This is an optimization exercise on Yosys and OpenROAD, whose aim is small area, not a production implementation.
Only simulation tests tie the RTL to the original design; equivalence was not proved.

Design top, start of the top module:
module top(mode, clk, rst, load, RGB_window, w, Ar_global_prev, Ag_global_prev, Ab_global_prev,
           Ar_global, Ag_global, Ab_global, O_R, O_G, O_B, tx_invxhundred, ed_bit);
input clk, rst, load, mode;
input [215:0] RGB_window;
input [7:0] Ar_global_prev, Ag_global_prev, Ab_global_prev;
input [4:0] w;
output [7:0] Ar_global, Ag_global, Ab_global, O_R, O_G, O_B;
output [11:0] tx_invxhundred;
output ed_bit;
wire [71:0] ch0, ch1, ch2;
genvar n;
generate
	for (n = 0; n < 9; n = n + 1) begin : g_px
		assign ch2[71-8*n -: 8] = RGB_window[215 - 24*n -: 8];
		assign ch1[71-8*n -: 8] = RGB_window[207 - 24*n -: 8];
		assign ch0[71-8*n -: 8] = RGB_window[199 - 24*n -: 8];
	end
endgenerate
wire [7:0] mn0, mn1, mn2;
minN #(9) u_mn0 (ch0, mn0);
minN #(9) u_mn1 (ch1, mn1);
minN #(9) u_mn2 (ch2, mn2);
wire ed0, ed1, ed2;
ed_ch u_ed0 (ch0, ed0);
ed_ch u_ed1 (ch1, ed1);
ed_ch u_ed2 (ch2, ed2);
reg [7:0] m0_1, m1_1, m2_1, m0_2, m1_2, m2_2;
reg [23:0] e_1, e_2, e_3, e_4, e_5, e_6;
reg ed_1, ed_2;
always @(posedge clk) begin
	if (load) begin
		m0_1 <= mn0;
		m1_1 <= mn1;
		m2_1 <= mn2;
		e_1 <= RGB_window[119:96];
		ed_1 <= ed0 | ed1 | ed2;
	end
	m0_2 <= m0_1; m1_2 <= m1_1; m2_2 <= m2_1;
	e_2 <= e_1; ed_2 <= ed_1;
	e_3 <= e_2; e_4 <= e_3; e_5 <= e_4; e_6 <= e_5;
end
assign ed_bit = ~mode & ed_2;
wire [7:0] I_dark_w;
minN #(3) u_idark (ed_bit ? e_2 : {m2_2, m1_2, m0_2}, I_dark_w);
reg [7:0] I_dark, I_dark_tc, Dr, Dg, Db;
always @(posedge clk) begin
	I_dark <= I_dark_w;
	I_dark_tc <= I_dark;
	Dr <= m0_2; Dg <= m1_2; Db <= m2_2;
end
wire [7:0] Dall;
minN #(3) u_dall ({Dr, Dg, Db}, Dall);
reg [7:0] maxt, Ar_g, Ag_h, Ab_h, Ag_g, Ab_g;
wire keep;
ltW #(8) u_keep (Dall, maxt, keep);
wire [7:0] Ar_c = keep ? Ar_g : Dr;
wire [7:0] Ag_c = keep ? Ag_h : Dg;
wire [7:0] Ab_c = keep ? Ab_h : Db;
always @(posedge clk) begin
	if (rst) maxt <= 8'd0;
	else if (!keep) maxt <= Dall;
	Ar_g <= Ar_c;
	Ag_h <= Ag_c;
	Ab_h <= Ab_c;
	if (!mode) begin
		Ag_g <= Ag_c;
		Ab_g <= Ab_c;
	end
end
assign Ar_global = Ar_g;
assign Ag_global = Ag_g;
assign Ab_global = Ab_g;
reg [7:0] Ar_go, Ag_go, Ab_go, Ar_go2, Ag_go2, Ab_go2;
always @(posedge clk)
	if (!mode) begin
  ...
==> flow/config.mk <==
export PLATFORM = sky130hd
export DESIGN_NAME = top
export DESIGN_NICKNAME = top
export VERILOG_FILES = /design/flow/design.v
export SDC_FILE = /design/flow/constraint.sdc
export NUM_CORES = 4
export LEC_CHECK = 0
export CAP_MARGIN = 20
export CORE_MARGIN = 2
export CORE_UTILIZATION = 50
export CTS_BUF_LIST = sky130_fd_sc_hd__clkbuf_8
export CTS_CLUSTER_DIAMETER = 60
export CTS_CLUSTER_SIZE = 12
export SLEW_MARGIN = 20
==> flow/constraint.sdc <==
create_clock -name core_clock -period 36.0 [get_ports {clk}]
set_input_delay 7.2000 -clock core_clock [delete_from_list [all_inputs] [get_ports {clk}]]
set_output_delay 7.2000 -clock core_clock [all_outputs]
set_load 0.01 [all_outputs]
standard.sh (not shown) runs the stock make flow with config.mk's settings and CLKGATE_MAP_FILE= SYNTH_SCRIPT=/design/flow/synth_recipe.tcl, a recipe that flattens the netlist after the stock synthesis.
==> flow/flow/run.sh <==
#!/bin/bash
# Own flow: the standard synthesis, then the combinational logic between
# the registers and full adders is re-mapped: full-adder polarities are chosen
# to drop inverters (fapol.py) and ABC maps the rest with an area script.
# Registers keep their cells and names. The rest is the standard layout.
set -euo pipefail
W=$(pwd)
F=$W/flow
R=$W/orfs/results/${FLOW_PLATFORM}/top/base
L=$W/orfs/logs/${FLOW_PLATFORM}/top/base
LIB=$FLOW_HOME/platforms/${FLOW_PLATFORM}/lib/sky130_fd_sc_hd__tt_025C_1v80.lib

bash standard.sh synth > $W/std_synth.log 2>&1

cp $R/1_2_yosys.v $W/std_1_2_yosys.v
python3 $F/mkmap.py $LIB $W/comb_map.v > $W/mkmap.log 2>&1
DU=$(grep -o -- '-dont_use [A-Za-z0-9_]*' $L/1_2_yosys.log | sort -u | tr '\n' ' ')
SCRIPT=$(cat $F/abc.script)
cat > $W/reopt_a.ys <<EOF
read_liberty -lib $LIB
read_verilog $W/std_1_2_yosys.v
hierarchy -top $FLOW_TOP
techmap -map $W/comb_map.v
techmap
opt -fast
write_json $W/reopt_a.json
EOF
yosys -s $W/reopt_a.ys > $W/reopt_a.log 2>&1
python3 $F/fapol.py $W/reopt_a.json $W/reopt_b.json $FLOW_TOP > $W/fapol.log 2>&1
cat > $W/reopt_b.ys <<EOF
read_liberty -lib $LIB
read_json $W/reopt_b.json
hierarchy -top $FLOW_TOP
opt_clean
abc -liberty $LIB $DU -script "+$SCRIPT"
opt_clean -purge
hilomap -singleton -hicell sky130_fd_sc_hd__conb_1 HI -locell sky130_fd_sc_hd__conb_1 LO
insbuf -buf sky130_fd_sc_hd__buf_4 A X
stat -liberty $LIB
check -assert
write_verilog -noattr -nohex -nodec $W/reopt_1_2_yosys.v
EOF
yosys -s $W/reopt_b.ys > $W/reopt_b.log 2>&1
cp $W/reopt_1_2_yosys.v $R/1_2_yosys.v
rm -f $R/1_synth.odb $R/1_synth.sdc
touch $R/1_2_yosys.v
# every port still gets a buffer, of the smallest buffer cell
export BUFFER_PORTS_ARGS="-buffer_cell sky130_fd_sc_hd__buf_1"
export CTS_ARGS="-sink_clustering_enable -repair_clock_nets -dont_use_dummy_load -buf_list {sky130_fd_sc_hd__clkbuf_8} -sink_clustering_size 12 -sink_clustering_max_diameter 60"
bash standard.sh > $W/std_layout.log 2>&1
Other scripts of this flow, unchanged in this note and not shown: flow/flow/abc.script, flow/flow/fapol.py, flow/flow/mkmap.py
The starting point ran to the end with no violations.
Then changed:
--- a/flow/design.v
+++ b/flow/design.v
@@ -624,21 +624,21 @@
 	wire r_117 = r_96 ^ r_97 ^ r_116;
 	wire r_118 = (r_96 & r_97) | (r_96 & r_116) | (r_97 & r_116);
 	wire r_119 = r_98 ^ r_99 ^ r_118;
 	wire r_120 = (r_98 & r_99) | (r_98 & r_118) | (r_99 & r_118);
 	wire r_121 = r_100 ^ r_101 ^ r_120;
 	wire r_122 = (r_100 & r_101) | (r_100 & r_120) | (r_101 & r_120);
 	wire r_123 = r_102 ^ r_103 ^ r_122;
 	wire r_124 = (r_102 & r_103) | (r_102 & r_122) | (r_103 & r_122);
 	assign o = {r_123, r_121, r_119, r_117, r_115, r_113, r_111, r_109};
 endmodule
-module local_chan (input [7:0] x, input [6:0] al, input sg, output [7:0] o);
+module local_chan (input [7:0] x, input [6:0] al, input sg, input sa, output [7:0] o);
 	wire [4:0] c = x[7:4] + {3'd0, x[3:0] != 4'd0};
 	wire [7:0] xd;
 	wire bb;
 	subW #(8) s (x, {3'd0, c}, xd, bb);
 	wire b_1 = (al[0] & c[4]) ^ (al[1] & c[3]);
 	wire b_2 = (al[0] & c[4]) & (al[1] & c[3]);
 	wire b_3 = (al[1] & c[4]) ^ (al[2] & c[3]) ^ (al[3] & c[2]);
 	wire b_4 = ((al[1] & c[4]) & (al[2] & c[3])) | ((al[1] & c[4]) & (al[3] & c[2])) | ((al[2] & c[3]) & (al[3] & c[2]));
 	wire b_5 = (al[2] & c[4]) ^ (al[3] & c[3]) ^ (al[4] & c[2]);
 	wire b_6 = ((al[2] & c[4]) & (al[3] & c[3])) | ((al[2] & c[4]) & (al[4] & c[2])) | ((al[3] & c[3]) & (al[4] & c[2]));
@@ -700,21 +700,21 @@
 	wire b_62 = (b_40 & b_41) | (b_40 & b_60) | (b_41 & b_60);
 	wire b_63 = xd[4] ^ b_42 ^ b_62;
 	wire b_64 = (xd[4] & b_42) | (xd[4] & b_62) | (b_42 & b_62);
 	wire b_65 = xd[5] ^ b_64;
 	wire b_66 = xd[5] & b_64;
 	wire b_67 = xd[6] ^ b_66;
 	wire b_68 = xd[6] & b_66;
 	wire b_69 = xd[7] ^ b_68;
 	wire b_70 = xd[7] & b_68;
 	wire [7:0] xa = {b_69, b_67, b_65, b_63, b_61, b_59, b_57, b_55};
-	assign o = sg ? x : xa;
+	assign o = sg ? x : sa ? xa : xd;
 endmodule
 module ixw (input [7:0] x, input [4:0] w, output [7:0] s);
 	wire i_1 = (x[0] & w[4]) ^ (x[1] & w[3]);
 	wire i_2 = (x[0] & w[4]) & (x[1] & w[3]);
 	wire i_3 = (x[1] & w[4]) ^ (x[2] & w[3]) ^ (x[3] & w[2]);
 	wire i_4 = ((x[1] & w[4]) & (x[2] & w[3])) | ((x[1] & w[4]) & (x[3] & w[2])) | ((x[2] & w[3]) & (x[3] & w[2]));
 	wire i_5 = (x[2] & w[4]) ^ (x[3] & w[3]) ^ (x[4] & w[2]);
 	wire i_6 = ((x[2] & w[4]) & (x[3] & w[3])) | ((x[2] & w[4]) & (x[4] & w[2])) | ((x[3] & w[3]) & (x[4] & w[2]));
 	wire i_7 = (x[3] & w[4]) ^ (x[4] & w[3]) ^ (x[5] & w[2]);
 	wire i_8 = ((x[3] & w[4]) & (x[4] & w[3])) | ((x[3] & w[4]) & (x[5] & w[2])) | ((x[4] & w[3]) & (x[5] & w[2]));
@@ -859,29 +859,30 @@
 wire [6:0] th_n = wmin_n[7:1];
 wire [7:0] th2_n = {th_n, 1'b0};
 wire [7:0] dd_n;
 wire i_lt_th_n, i_gt_th2_n, th2_gt_i_n;
 subW #(8) u_dd (I_dark_w, {1'b0, th_n}, dd_n, i_lt_th_n);
 ltW #(8) u_c1 (th2_n, I_dark_w, i_gt_th2_n);
 ltW #(8) u_c2 (I_dark_w, th2_n, th2_gt_i_n);
 wire [6:0] al_n;
 alpha u_alpha (dd_n[6:0], th_n, al_n);
 reg [6:0] al;
-reg sel_go;
+reg sel_go, sel_al;
 always @(posedge clk) begin
-	al <= al_n & {7{th2_gt_i_n & ~i_lt_th_n}};
+	al <= al_n;
 	sel_go <= i_gt_th2_n;
+	sel_al <= th2_gt_i_n & ~i_lt_th_n;
 end
 wire [7:0] Ar_ll, Ag_ll, Ab_ll;
-local_chan u_lr (Ar_go2, al, sel_go, Ar_ll);
-local_chan u_lg (Ag_go2, al, sel_go, Ag_ll);
-local_chan u_lb (Ab_go2, al, sel_go, Ab_ll);
+local_chan u_lr (Ar_go2, al, sel_go, sel_al, Ar_ll);
+local_chan u_lg (Ag_go2, al, sel_go, sel_al, Ag_ll);
+local_chan u_lb (Ab_go2, al, sel_go, sel_al, Ab_ll);
 wire [7:0] Ar_local = mode ? Ar_global_prev : Ar_ll;
 wire [7:0] Ag_m = mode ? Ar_local : Ag_ll;
 wire [7:0] Ab_m = mode ? Ar_local : Ab_ll;
 wire [7:0] s;
 ixw u_ixw (I_dark_tc, w, s);
 wire [7:0] wr, wg, wb;
 wire xr, xg, xb;
 subW #(8) u_wr (Ar_local, s, wr, xr);
 subW #(8) u_wg (Ag_m, s, wg, xg);
 subW #(8) u_wb (Ab_m, s, wb, xb);
The new run completed without violations. Clock skew falls by 33 ps. Count of clock-buffer cells in the layout falls by 2. Final cell count falls by 1.0%. Worst hold slack is better by 4.6 ps. Wire length falls by 1.1%. Die area is about the same. Area after synthesis stays flat. Worst setup slack is worse by 81 ps. Design area falls by 0.31%.

top with an RTL version that a note above also has.
For scale: roughly 310 I/O pins, roughly 36000 um2 of cells after synthesis.
clock: 36.0 ns
lec_check: 0
cap_margin: 0
core_margin: 2
core_utilization: 50
cts_buf_list: sky130_fd_sc_hd__clkbuf_8
cts_cluster_diameter: 60
cts_cluster_size: 12
slew_margin: 0
==> flow/flow/run.sh <==
#!/bin/bash
# Own flow: the standard synthesis, then the combinational logic between
# the registers and full adders is re-mapped: full-adder polarities are chosen
# to drop inverters (fapol.py) and ABC maps the rest with an area script.
# Registers keep their cells and names. The rest is the standard layout.
set -euo pipefail
W=$(pwd)
F=$W/flow
R=$W/orfs/results/${FLOW_PLATFORM}/top/base
L=$W/orfs/logs/${FLOW_PLATFORM}/top/base
LIB=$FLOW_HOME/platforms/${FLOW_PLATFORM}/lib/sky130_fd_sc_hd__tt_025C_1v80.lib

bash standard.sh synth > $W/std_synth.log 2>&1

cp $R/1_2_yosys.v $W/std_1_2_yosys.v
python3 $F/mkmap.py $LIB $W/comb_map.v > $W/mkmap.log 2>&1
DU=$(grep -o -- '-dont_use [A-Za-z0-9_]*' $L/1_2_yosys.log | sort -u | tr '\n' ' ')
SCRIPT=$(cat $F/abc.script)
cat > $W/reopt_a.ys <<EOF
read_liberty -lib $LIB
read_verilog $W/std_1_2_yosys.v
hierarchy -top $FLOW_TOP
techmap -map $W/comb_map.v
techmap
opt -fast
write_json $W/reopt_a.json
EOF
yosys -s $W/reopt_a.ys > $W/reopt_a.log 2>&1
python3 $F/fapol.py $W/reopt_a.json $W/reopt_b.json $FLOW_TOP > $W/fapol.log 2>&1
cat > $W/reopt_b.ys <<EOF
read_liberty -lib $LIB
read_json $W/reopt_b.json
hierarchy -top $FLOW_TOP
opt_clean
abc -liberty $LIB $DU -script "+$SCRIPT"
opt_clean -purge
hilomap -singleton -hicell sky130_fd_sc_hd__conb_1 HI -locell sky130_fd_sc_hd__conb_1 LO
insbuf -buf sky130_fd_sc_hd__buf_1 A X
stat -liberty $LIB
check -assert
write_verilog -noattr -nohex -nodec $W/reopt_1_2_yosys.v
EOF
yosys -s $W/reopt_b.ys > $W/reopt_b.log 2>&1
cp $W/reopt_1_2_yosys.v $R/1_2_yosys.v
rm -f $R/1_synth.odb $R/1_synth.sdc
touch $R/1_2_yosys.v
# every port still gets a buffer, of the smallest buffer cell
export BUFFER_PORTS_ARGS="-buffer_cell sky130_fd_sc_hd__buf_1"
export CTS_ARGS="-sink_clustering_enable -repair_clock_nets -dont_use_dummy_load -buf_list {sky130_fd_sc_hd__clkbuf_8} -sink_clustering_size 12 -sink_clustering_max_diameter 60"
bash standard.sh > $W/std_layout.log 2>&1
Other scripts of this flow, unchanged in this note and not shown: flow/flow/abc.script, flow/flow/fapol.py, flow/flow/mkmap.py
Next try:
--- a/flow/design.v
+++ b/flow/design.v
@@ -623,23 +623,23 @@
 	wire r_116 = (r_94 & r_95) | (r_94 & r_114) | (r_95 & r_114);
 	wire r_117 = r_96 ^ r_97 ^ r_116;
 	wire r_118 = (r_96 & r_97) | (r_96 & r_116) | (r_97 & r_116);
 	wire r_119 = r_98 ^ r_99 ^ r_118;
 	wire r_120 = (r_98 & r_99) | (r_98 & r_118) | (r_99 & r_118);
 	wire r_121 = r_100 ^ r_101 ^ r_120;
 	wire r_122 = (r_100 & r_101) | (r_100 & r_120) | (r_101 & r_120);
 	wire r_123 = r_102 ^ r_103 ^ r_122;
 	wire r_124 = (r_102 & r_103) | (r_102 & r_122) | (r_103 & r_122);
 	assign o = {r_123, r_121, r_119, r_117, r_115, r_113, r_111, r_109};
 endmodule
-module local_chan (input [7:0] x, input [6:0] al, input sg, input sa, output [7:0] o);
+module local_chan (input [7:0] x, input [6:0] al, input sg, output [7:0] o);
 	wire [4:0] c = x[7:4] + {3'd0, x[3:0] != 4'd0};
 	wire [7:0] xd;
 	wire bb;
 	subW #(8) s (x, {3'd0, c}, xd, bb);
 	wire b_1 = (al[0] & c[4]) ^ (al[1] & c[3]);
 	wire b_2 = (al[0] & c[4]) & (al[1] & c[3]);
 	wire b_3 = (al[1] & c[4]) ^ (al[2] & c[3]) ^ (al[3] & c[2]);
 	wire b_4 = ((al[1] & c[4]) & (al[2] & c[3])) | ((al[1] & c[4]) & (al[3] & c[2])) | ((al[2] & c[3]) & (al[3] & c[2]));
 	wire b_5 = (al[2] & c[4]) ^ (al[3] & c[3]) ^ (al[4] & c[2]);
 	wire b_6 = ((al[2] & c[4]) & (al[3] & c[3])) | ((al[2] & c[4]) & (al[4] & c[2])) | ((al[3] & c[3]) & (al[4] & c[2]));
 	wire b_7 = (al[3] & c[4]) ^ (al[4] & c[3]) ^ (al[5] & c[2]);
@@ -699,23 +699,23 @@
 	wire b_61 = b_40 ^ b_41 ^ b_60;
 	wire b_62 = (b_40 & b_41) | (b_40 & b_60) | (b_41 & b_60);
 	wire b_63 = xd[4] ^ b_42 ^ b_62;
 	wire b_64 = (xd[4] & b_42) | (xd[4] & b_62) | (b_42 & b_62);
 	wire b_65 = xd[5] ^ b_64;
 	wire b_66 = xd[5] & b_64;
 	wire b_67 = xd[6] ^ b_66;
 	wire b_68 = xd[6] & b_66;
 	wire b_69 = xd[7] ^ b_68;
 	wire b_70 = xd[7] & b_68;
 	wire [7:0] xa = {b_69, b_67, b_65, b_63, b_61, b_59, b_57, b_55};
-	assign o = sg ? x : sa ? xa : xd;
+	assign o = sg ? x : xa;
 endmodule
 module ixw (input [7:0] x, input [4:0] w, output [7:0] s);
 	wire i_1 = (x[0] & w[4]) ^ (x[1] & w[3]);
 	wire i_2 = (x[0] & w[4]) & (x[1] & w[3]);
 	wire i_3 = (x[1] & w[4]) ^ (x[2] & w[3]) ^ (x[3] & w[2]);
 	wire i_4 = ((x[1] & w[4]) & (x[2] & w[3])) | ((x[1] & w[4]) & (x[3] & w[2])) | ((x[2] & w[3]) & (x[3] & w[2]));
 	wire i_5 = (x[2] & w[4]) ^ (x[3] & w[3]) ^ (x[4] & w[2]);
 	wire i_6 = ((x[2] & w[4]) & (x[3] & w[3])) | ((x[2] & w[4]) & (x[4] & w[2])) | ((x[3] & w[3]) & (x[4] & w[2]));
 	wire i_7 = (x[3] & w[4]) ^ (x[4] & w[3]) ^ (x[5] & w[2]);
 	wire i_8 = ((x[3] & w[4]) & (x[4] & w[3])) | ((x[3] & w[4]) & (x[5] & w[2])) | ((x[4] & w[3]) & (x[5] & w[2]));
 	wire i_9 = (x[4] & w[4]) ^ (x[5] & w[3]);
@@ -858,32 +858,31 @@
 minN #(3) u_wmin (mode ? {Ar_go, Ag_go, Ab_go} : {Ar_global_prev, Ag_global_prev, Ab_global_prev}, wmin_n);
 wire [6:0] th_n = wmin_n[7:1];
 wire [7:0] th2_n = {th_n, 1'b0};
 wire [7:0] dd_n;
 wire i_lt_th_n, i_gt_th2_n, th2_gt_i_n;
 subW #(8) u_dd (I_dark_w, {1'b0, th_n}, dd_n, i_lt_th_n);
 ltW #(8) u_c1 (th2_n, I_dark_w, i_gt_th2_n);
 ltW #(8) u_c2 (I_dark_w, th2_n, th2_gt_i_n);
 wire [6:0] al_n;
 alpha u_alpha (dd_n[6:0], th_n, al_n);
 reg [6:0] al;
-reg sel_go, sel_al;
+reg sel_go;
 always @(posedge clk) begin
-	al <= al_n;
+	al <= al_n & {7{th2_gt_i_n & ~i_lt_th_n}};
 	sel_go <= i_gt_th2_n;
-	sel_al <= th2_gt_i_n & ~i_lt_th_n;
 end
 wire [7:0] Ar_ll, Ag_ll, Ab_ll;
-local_chan u_lr (Ar_go2, al, sel_go, sel_al, Ar_ll);
-local_chan u_lg (Ag_go2, al, sel_go, sel_al, Ag_ll);
-local_chan u_lb (Ab_go2, al, sel_go, sel_al, Ab_ll);
+local_chan u_lr (Ar_go2, al, sel_go, Ar_ll);
+local_chan u_lg (Ag_go2, al, sel_go, Ag_ll);
+local_chan u_lb (Ab_go2, al, sel_go, Ab_ll);
 wire [7:0] Ar_local = mode ? Ar_global_prev : Ar_ll;
 wire [7:0] Ag_m = mode ? Ar_local : Ag_ll;
 wire [7:0] Ab_m = mode ? Ar_local : Ab_ll;
 wire [7:0] s;
 ixw u_ixw (I_dark_tc, w, s);
 wire [7:0] wr, wg, wb;
 wire xr, xg, xb;
 subW #(8) u_wr (Ar_local, s, wr, xr);
 subW #(8) u_wg (Ag_m, s, wg, xg);
 subW #(8) u_wb (Ab_m, s, wb, xb);
 reg [7:0] Aglo, Ablo;
After rerunning: Maximum frequency increases by 5.8%; cell area barely changes; flip-flop and latch count decreases by 1; sequential share of layout area is about the same; global-route usage decreases by 1.0 points; clock skew increases by 0.042 ns; routed wire length decreases by 2.4%; hold slack is better by 0.0088 ns; utilization stays flat; setup slack is better by 1.8 ns.

-- what the ideal ports hide --
How much do the figures lean on ideal ports? The routed layouts below were timed once more, with nothing changed but the port constraints. Step 1: set_driving_cell puts a clkbuf_16 on clk and a buf_2 on each other input, an assumption about the parent block. Step 2 moves the port delays by t, midway between the first and last clock arrival at a register: inputs arrive t later, outputs are due t later. That takes back most of the time a late clock gives input paths. a / b / c = ideal / step 1 / step 2; a / b = the first two.
| run | t (ns) | slack for setup (ns) | clock arrival spread, ns | cell pins on the clock port's net |
|---|---|---|---|---|
| the first run of note 1 | 0.657 | 3.571 / 3.599 / 2.942 | 0.076 / 0.075 | 1 |
| the second run of note 1 | 0.645 | 3.490 / 3.523 / 2.877 | 0.049 / 0.049 | 1 |
| the first run of note 2 | 0.643 | 2.546 / 2.540 / 1.897 | 0.073 / 0.072 | 1 |
| the second run of note 2 | 0.645 | 4.379 / 4.415 / 3.770 | 0.116 / 0.116 | 1 |
After both steps setup and hold are still met in every run listed. For the first run of note 2, which loses most, drivers alone change the setup slack by -0.006 ns; drivers and shift together by -0.649 ns.
